This design comes from an exercise in tuning for small area on the open sky130 flow, not from production work. Only simulation tests tie the RTL to the original design; equivalence was not proved.

wip/indigo:
==> flow/design.v (excerpt) <==
module mf_alu #(parameter WIDTH = 16) (
    input clk,     
    input rst_n,   
    input signed [WIDTH-1:0] a1, a2, b1, b2,
    input op, is_complex, use_cop,
    output logic signed [WIDTH-1:0] out1, out2
);
  wire cx = is_complex;
  wire rd = op & ~is_complex;
  wire n1 = a2[0] ^ op;
  wire n2 = a2[1] ^ op;
  wire n3 = a2[2] ^ op;
  wire n4 = a2[3] ^ op;
  wire n5 = a2[4] ^ op;
  wire n6 = a2[5] ^ op;
  wire n7 = a2[6] ^ op;
  wire n8 = a2[7] ^ op;
  wire n9 = a2[8] ^ op;
  wire n10 = a2[9] ^ op;
  wire n11 = a2[10] ^ op;
  wire n12 = a2[11] ^ op;
  wire n13 = a2[12] ^ op;
  wire n14 = a2[13] ^ op;
  wire n15 = a2[14] ^ op;
  wire n16 = a2[15] ^ op;
  wire s17 = a1[0] ^ n1 ^ op;
  wire c18 = (a1[0] & n1) | (a1[0] & op) | (n1 & op);
  wire s19 = a1[1] ^ n2 ^ c18;
  wire c20 = (a1[1] & n2) | (a1[1] & c18) | (n2 & c18);
  wire s21 = a1[2] ^ n3 ^ c20;
  wire c22 = (a1[2] & n3) | (a1[2] & c20) | (n3 & c20);
  wire s23 = a1[3] ^ n4 ^ c22;
  wire c24 = (a1[3] & n4) | (a1[3] & c22) | (n4 & c22);
  wire s25 = a1[4] ^ n5 ^ c24;
  wire c26 = (a1[4] & n5) | (a1[4] & c24) | (n5 & c24);
  wire s27 = a1[5] ^ n6 ^ c26;
  wire c28 = (a1[5] & n6) | (a1[5] & c26) | (n6 & c26);
  wire s29 = a1[6] ^ n7 ^ c28;
  wire c30 = (a1[6] & n7) | (a1[6] & c28) | (n7 & c28);
  wire s31 = a1[7] ^ n8 ^ c30;
  ...
Size in the first run: ~3700 cells after synthesis, about 100 I/O pins, roughly 26000 sq um of cells after synthesis.
Settings: LEC_CHECK=0, ABC_AREA=1, CAP_MARGIN=10, CORE_MARGIN=2, CORE_UTILIZATION=45, CTS_BUF_LIST=sky130_fd_sc_hd__clkbuf_8, SLEW_MARGIN=10; clock period 70.0 ns.
standard.sh (not shown) runs the stock make flow with config.mk's settings and CLKGATE_MAP_FILE= SYNTH_SCRIPT=/design/flow/synth_recipe.tcl, a recipe that flattens the netlist after the stock synthesis.
==> flow/flow/run.sh <==
#!/bin/bash
# Standard synthesis, then a netlist clean-up, then the standard layout.
#  1. the standard synthesis (standard.sh) up to 1_2_yosys.v
#  2. fa_flip.py: complement full-adder cells where that removes inverters
#  3. reabc.ys: re-map the logic between adders and flip-flops for area with ABC
#     (adders, flip-flops and tie cells are kept as they are)
#  4. the rest of the standard layout from the new netlist, with the smallest
#     buffer (buf_1) on each input and output port
set -euo pipefail
here=$(pwd)
res=$here/orfs/results/$FLOW_PLATFORM/mf_alu/base
lib=$FLOW_HOME/platforms/$FLOW_PLATFORM/lib/sky130_fd_sc_hd__tt_025C_1v80.lib

bash standard.sh $res/1_2_yosys.v > synth_standard.log 2>&1
cp $res/1_2_yosys.v $here/netlist_standard.v

python3 flow/fa_flip.py $here/netlist_standard.v $here/netlist_flip.v > fa_flip.log 2>&1

sed -e "s#@LIB@#$lib#g" -e "s#@IN@#$here/netlist_flip.v#g" -e "s#@OUT@#$here/netlist_reabc.v#g" \
    -e "s#@ABC@#$here/flow/area.abc#g" flow/reabc.ys > reabc_run.ys
yosys -s reabc_run.ys > yosys_reabc.log 2>&1
python3 flow/check_netlist.py $here/netlist_standard.v $here/netlist_reabc.v > check_netlist.log 2>&1

cp $here/netlist_reabc.v $res/1_2_yosys.v
touch $res/1_2_yosys.v
bash standard.sh "BUFFER_PORTS_ARGS=-buffer_cell sky130_fd_sc_hd__buf_1" finish > layout_standard.log 2>&1
==> flow/flow/area.abc <==
strash; dch; amap -F 5 -A 5; strash; dch; amap -F 5 -A 5; topo; stime -c
==> flow/flow/fa_flip.py <==
#!/usr/bin/env python3
"""Remove inverters around full-adder cells in a mapped Yosys netlist.

A full adder is self-dual: FA(~a, ~b, ~c) = (~cout, ~sum). Yosys's extract_fa
often leaves a cell with inverted inputs and outputs. This pass collapses all
inverters, chooses for each fa cell whether to complement it, and re-inserts
one inverter per net that still needs the complement. ABC re-maps the logic
around the adders afterwards (reabc.ys).

usage: fa_flip.py in.v out.v
"""
import re
import sys

INV = re.compile(r"sky130_fd_sc_hd__(inv|clkinv)_\d+$")
FA = re.compile(r"sky130_fd_sc_hd__fa_\d+$")
OUTPINS = {"X", "Y", "SUM", "COUT", "Q", "Q_N", "HI", "LO"}

src = open(sys.argv[1]).read()
m = re.search(r"^module\s+(\w+)\s*\((.*?)\);(.*?)^endmodule", src, re.S | re.M)
head_end = m.start(3)
body = m.group(3)

cell_re = re.compile(r"^\s*(sky130_fd_sc_hd__\w+)\s+(\S+)\s*\((.*?)\);\s*$", re.S | re.M)
cells = []
decls = []
pos = 0
for cm in cell_re.finditer(body):
    decls.append(body[pos:cm.start()])
    pos = cm.end()
    pins = [(p, n.strip()) for p, n in re.findall(r"\.(\w+)\(([^()]*)\)", cm.group(3))]
    cells.append([cm.group(1), cm.group(2), pins])
tail = body[pos:]
decl_text = "".join(decls)
assert "assign" not in decl_text and "assign" not in tail, "assign statements not supported"

ports = set()
for d in re.findall(r"^\s*(?:input|output)\s+(?:\[(\d+):(\d+)\]\s+)?(\w+);", decl_text, re.M):
    if d[0]:
        for i in range(int(d[1]), int(d[0]) + 1):
            ports.add(f"{d[2]}[{i}]")
    else:
        ports.add(d[2])
outports = set()
for d in re.findall(r"^\s*output\s+(?:\[(\d+):(\d+)\]\s+)?(\w+);", decl_text, re.M):
    if d[0]:
        for i in range(int(d[1]), int(d[0]) + 1):
            outports.add(f"{d[2]}[{i}]")
    else:
        outports.add(d[2])

# inverters that can be collapsed: output not a port
invmap = {}  # out net -> in net
for typ, name, pins in cells:
    if INV.match(typ):
        pd = dict(pins)
        if pd["Y"] not in outports:
            invmap[pd["Y"]] = pd["A"]


def root(n):
    p = 0
    while n in invmap:
        n = invmap[n]
        p ^= 1
    return n, p


driver = {}
for ci, (typ, name, pins) in enumerate(cells):
    for p, n in pins:
        if p in OUTPINS:
            driver[n] = ci

keep = [ci for ci, (typ, name, pins) in enumerate(cells)
        if not (INV.match(typ) and dict(pins)["Y"] in invmap)]
isfa = {ci: bool(FA.match(cells[ci][0])) for ci in keep}
# start from every full adder complemented (partial products then come from NAND gates),
# then improve greedily
flip = {ci: (1 if isfa[ci] else 0) for ci in keep}

# load list: (cell, pinidx, root, pol)
loads = {}
cellins = {ci: [] for ci in keep}
for ci in keep:
    typ, name, pins = cells[ci]
    for k, (p, n) in enumerate(pins):
        if p in OUTPINS:
            continue
        r, pol = root(n)
        loads.setdefault(r, []).append((ci, k, pol))
        cellins[ci].append(r)
# output ports driven through collapsed inverters are kept (not in invmap)


def drvflip(r):
    ci = driver.get(r)
    if ci is None or ci not in flip:
        return 0
    return flip[ci]


def cost(r):
    fd = drvflip(r)
    for ci, k, pol in loads.get(r, []):
        if pol ^ flip[ci] ^ fd:
            return 1
    return 0


def touched(ci):
    rs = set(cellins[ci])
    for p, n in cells[ci][2]:
        if p in OUTPINS:
            rs.add(n)
    return rs


base = sum(cost(r) for r in loads)
changed = True
it = 0
while changed and it < 50:
    changed = False
    it += 1
    for ci in keep:
        if not isfa[ci]:
            continue
        rs = touched(ci)
        before = sum(cost(r) for r in rs)
        flip[ci] ^= 1
        after = sum(cost(r) for r in rs)
        if after < before:
            changed = True
        else:
            flip[ci] ^= 1
final = sum(cost(r) for r in loads)
ninv = sum(1 for typ, name, pins in cells if INV.match(typ))
print(f"fa_flip: inverters before {ninv}, collapsed-net need {base}, after flipping {final}, "
      f"flipped {sum(flip.values())} fa cells", file=sys.stderr)

# rewrite
def esc(n):
    return n + " " if n.startswith("\\") else n


newnets = []
out = []
negname = {}
for r in loads:
    if cost(r):
        nn = "_faflip_n%d_" % len(negname)
        negname[r] = nn
        newnets.append(nn)
for ci in keep:
    typ, name, pins = cells[ci]
    newpins = []
    for p, n in pins:
        if p in OUTPINS:
            newpins.append((p, n))
        else:
            r, pol = root(n)
            need = pol ^ flip[ci] ^ drvflip(r)
            newpins.append((p, negname[r] if need else r))
    out.append(f"  {typ} {name} (\n" + ",\n".join(f"    .{p}({esc(n)})" for p, n in newpins) + "\n  );\n")
for i, (r, nn) in enumerate(negname.items()):
    out.append(f"  sky130_fd_sc_hd__inv_1 _faflip_inv{i}_ (\n    .A({esc(r)}),\n    .Y({nn})\n  );\n")
newdecl = "".join(f"  wire {n};\n" for n in newnets)
res = src[:head_end] + decl_text + newdecl + "".join(out) + tail + src[m.end(3):]
open(sys.argv[2], "w").write(res)
Other scripts of this flow, unchanged in this note and not shown: flow/flow/check_netlist.py, flow/flow/reabc.ys
Here is what was changed in the inputs of wip/delta compared with wip/indigo.
Settings: CAP_MARGIN: 10 -> 20; SLEW_MARGIN: 10 -> 20.
==> flow/flow/area.abc <==
strash; dch; amap; strash; dch; amap; topo; stime -c
## What came out
- Per the comparison of wip/delta with wip/indigo, post-cts sizing count level; sequential cell area in the final layout level.
- Per the comparison of wip/delta with wip/indigo, number of ordinary and repair buffers in the finished layout rose 4, met1 capacity usage during global routing fell 0.85 points.
Changes in wip/tundra relative to wip/delta:
Settings: CTS_BUF_LIST: sky130_fd_sc_hd__clkbuf_8 -> unset.
-- flow/flow/run.sh --
<<< wip/delta, line 5
#  3. reabc.ys: re-map the logic between adders and flip-flops for area with ABC
#     (adders, flip-flops and tie cells are kept as they are)
#  4. the rest of the standard layout from the new netlist, with the smallest
#     buffer (buf_1) on each input and output port
set -euo pipefail
here=$(pwd)
>>> wip/tundra, line 5
#  3. reabc.ys: re-map the logic between adders and flip-flops for area with ABC
#     (adders, flip-flops and tie cells are kept as they are)
#  4. the rest of the standard layout from the new netlist
set -euo pipefail
here=$(pwd)
-- flow/flow/fa_flip.py --
<<< wip/delta, line 5
often leaves a cell with inverted inputs and outputs. This pass collapses all
inverters, chooses for each fa cell whether to complement it, and re-inserts
one inverter per net that still needs the complement. ABC re-maps the logic
around the adders afterwards (reabc.ys).

usage: fa_flip.py in.v out.v
>>> wip/tundra, line 5
often leaves a cell with inverted inputs and outputs. This pass collapses all
inverters, chooses for each fa cell whether to complement it, and re-inserts
one inverter per net that still needs the complement.

usage: fa_flip.py in.v out.v
<<< wip/delta, line 76
        if not (INV.match(typ) and dict(pins)["Y"] in invmap)]
isfa = {ci: bool(FA.match(cells[ci][0])) for ci in keep}
# start from every full adder complemented (partial products then come from NAND gates),
# then improve greedily
flip = {ci: (1 if isfa[ci] else 0) for ci in keep}

# load list: (cell, pinidx, root, pol)
>>> wip/tundra, line 75
        if not (INV.match(typ) and dict(pins)["Y"] in invmap)]
isfa = {ci: bool(FA.match(cells[ci][0])) for ci in keep}
flip = {ci: 0 for ci in keep}

# load list: (cell, pinidx, root, pol)
### Flow results
Re count of clock tree sinks: no difference whatsoever between wip/tundra and wip/delta. Taking wip/delta as the reference, in wip/tundra filler-free cell count of the finished design increased by 2.0% relative to the old numbers; layout buffer count excluding clock buffers up 4.7%. wip/tundra finished every step from synthesis to the final layout, and the layout passed the timing, design-rule and antenna checks. wip/delta completed end to end with timing, DRC and antenna clean.
Modified inputs, wip/lagoon compared to wip/tundra
Settings: CAP_MARGIN now 0, was 20; SLEW_MARGIN now 0, was 20; CTS_BUF_LIST now sky130_fd_sc_hd__clkbuf_8, previously not set.
-- flow/flow/run.sh --
<<< wip/tundra, line 5
#  3. reabc.ys: re-map the logic between adders and flip-flops for area with ABC
#     (adders, flip-flops and tie cells are kept as they are)
#  4. the rest of the standard layout from the new netlist
set -euo pipefail
here=$(pwd)
>>> wip/lagoon, line 5
#  3. reabc.ys: re-map the logic between adders and flip-flops for area with ABC
#     (adders, flip-flops and tie cells are kept as they are)
#  4. the rest of the standard layout from the new netlist, with the smallest
#     buffer (buf_1) on each input and output port
set -euo pipefail
here=$(pwd)
-- flow/flow/fa_flip.py --
<<< wip/tundra, line 5
often leaves a cell with inverted inputs and outputs. This pass collapses all
inverters, chooses for each fa cell whether to complement it, and re-inserts
one inverter per net that still needs the complement.

usage: fa_flip.py in.v out.v
>>> wip/lagoon, line 5
often leaves a cell with inverted inputs and outputs. This pass collapses all
inverters, chooses for each fa cell whether to complement it, and re-inserts
one inverter per net that still needs the complement. ABC re-maps the logic
around the adders afterwards (reabc.ys).

usage: fa_flip.py in.v out.v
<<< wip/tundra, line 75
        if not (INV.match(typ) and dict(pins)["Y"] in invmap)]
isfa = {ci: bool(FA.match(cells[ci][0])) for ci in keep}
flip = {ci: 0 for ci in keep}

# load list: (cell, pinidx, root, pol)
>>> wip/lagoon, line 76
        if not (INV.match(typ) and dict(pins)["Y"] in invmap)]
isfa = {ci: bool(FA.match(cells[ci][0])) for ci in keep}
# start from every full adder complemented (partial products then come from NAND gates),
# then improve greedily
flip = {ci: (1 if isfa[ci] else 0) for ci in keep}

# load list: (cell, pinidx, root, pol)
Findings:
wip/lagoon: full flow OK, the timing, design-rule and antenna checks passed
Fraction of the cycle the final worst path needs, wip/tundra and wip/lagoon, higher one = wip/tundra.
Per the comparison of wip/lagoon with wip/tundra, detailed placement HPWL level, growth of design area from synthesis to finish moved down, via count moved down.
The higher gate count of the mapped netlist came out of wip/tundra.
Changes in wip/ember relative to wip/lagoon:
Settings: CTS_BUF_LIST: sky130_fd_sc_hd__clkbuf_8 -> unset; SLEW_MARGIN: 0 -> 20; CAP_MARGIN: 0 -> 20.
-- flow/flow/run.sh --
<<< wip/lagoon, line 5
#  3. reabc.ys: re-map the logic between adders and flip-flops for area with ABC
#     (adders, flip-flops and tie cells are kept as they are)
#  4. the rest of the standard layout from the new netlist, with the smallest
#     buffer (buf_1) on each input and output port
set -euo pipefail
here=$(pwd)
>>> wip/ember, line 5
#  3. reabc.ys: re-map the logic between adders and flip-flops for area with ABC
#     (adders, flip-flops and tie cells are kept as they are)
#  4. the rest of the standard layout from the new netlist
set -euo pipefail
here=$(pwd)
==> flow/flow/area.abc <==
strash; dch; map -a; strash; dch; map -a; strash; dch; map -a; topo; stime -c
-- flow/flow/fa_flip.py --
<<< wip/lagoon, line 5
often leaves a cell with inverted inputs and outputs. This pass collapses all
inverters, chooses for each fa cell whether to complement it, and re-inserts
one inverter per net that still needs the complement. ABC re-maps the logic
around the adders afterwards (reabc.ys).

usage: fa_flip.py in.v out.v
>>> wip/ember, line 5
often leaves a cell with inverted inputs and outputs. This pass collapses all
inverters, chooses for each fa cell whether to complement it, and re-inserts
one inverter per net that still needs the complement.

usage: fa_flip.py in.v out.v
<<< wip/lagoon, line 76
        if not (INV.match(typ) and dict(pins)["Y"] in invmap)]
isfa = {ci: bool(FA.match(cells[ci][0])) for ci in keep}
# start from every full adder complemented (partial products then come from NAND gates),
# then improve greedily
flip = {ci: (1 if isfa[ci] else 0) for ci in keep}

# load list: (cell, pinidx, root, pol)
>>> wip/ember, line 75
        if not (INV.match(typ) and dict(pins)["Y"] in invmap)]
isfa = {ci: bool(FA.match(cells[ci][0])) for ci in keep}
flip = {ci: 0 for ci in keep}

# load list: (cell, pinidx, root, pol)
Findings:
- When the final numbers for wip/ember and wip/lagoon were put side by side, the tightest slew margin relative to the limit turned out to be greater in wip/ember.
- Relative to wip/lagoon, delay of the slowest critical-path stage has increased by 20 ps in wip/ember.
- wip/ember: setup slack after layout lower than wip/lagoon
- Comparing wip/ember and wip/lagoon, the lower total of fill cells in the finished design was measured on wip/lagoon.
- Of wip/ember and wip/lagoon, wip/ember shows the higher maximum fanout encountered on the critical timing path, with wip/lagoon below it.
- Sort wip/ember and wip/lagoon by arrival time at the worst endpoint desc -> top: wip/ember
- Compared wip/ember against wip/lagoon; maximum frequency within noise.
The following lists how wip/harbor was set up differently from wip/ember:
Settings: setting CTS_BUF_LIST to sky130_fd_sc_hd__clkbuf_8 for the first time.
==> flow/flow/area.abc <==
strash; dch; amap; strash; dch; amap; topo; stime -c
--- outcome ---
- wip/harbor gives less routability congestion estimate than wip/ember did.
- Number of inserted filler cells in the final layout was lower in wip/harbor than in wip/ember.
- wip/harbor vs. wip/ember: met1 wire length roughly the same, post-layout instance area lower.
- Taking wip/ember as the reference, in wip/harbor number of standard cells after synthesis essentially unchanged, netlist area before placement decreased about 3%, critical-path maximum fanout increased 76%.

## what the ideal ports hide
No port has a modelled driver above. Below, the same layouts with a new extraction and two added sets of constraints. Step 1, drivers: a clkbuf_16 drives clk and a buf_2 each remaining input, both assumed. Step 2, shift: input delay + t, output delay - t, t = (earliest + latest rising clock arrival at the registers) / 2. This alone moves slack from input paths to output paths. a / b / c = ideal / step 1 / step 2; a / b = the first two.
run	t, ns	slack for setup (ns)	worst slew at a driven data input, ns
wip/indigo	0.395	6.317 / 6.336 / 5.941	0.06
wip/delta	0.395	6.232 / 6.194 / 5.799	0.11
wip/tundra	0.403	5.645 / 5.674 / 5.271	0.11
wip/lagoon	0.396	6.214 / 6.174 / 5.779	0.11
wip/ember	0.393	6.117 / 6.143 / 5.750	0.03
wip/harbor	0.433	5.689 / 5.691 / 5.258	0.11
After both steps every run listed still meets setup and hold. For wip/lagoon, which loses most, drivers alone change the setup slack by -0.040 ns; drivers and shift together by -0.435 ns.
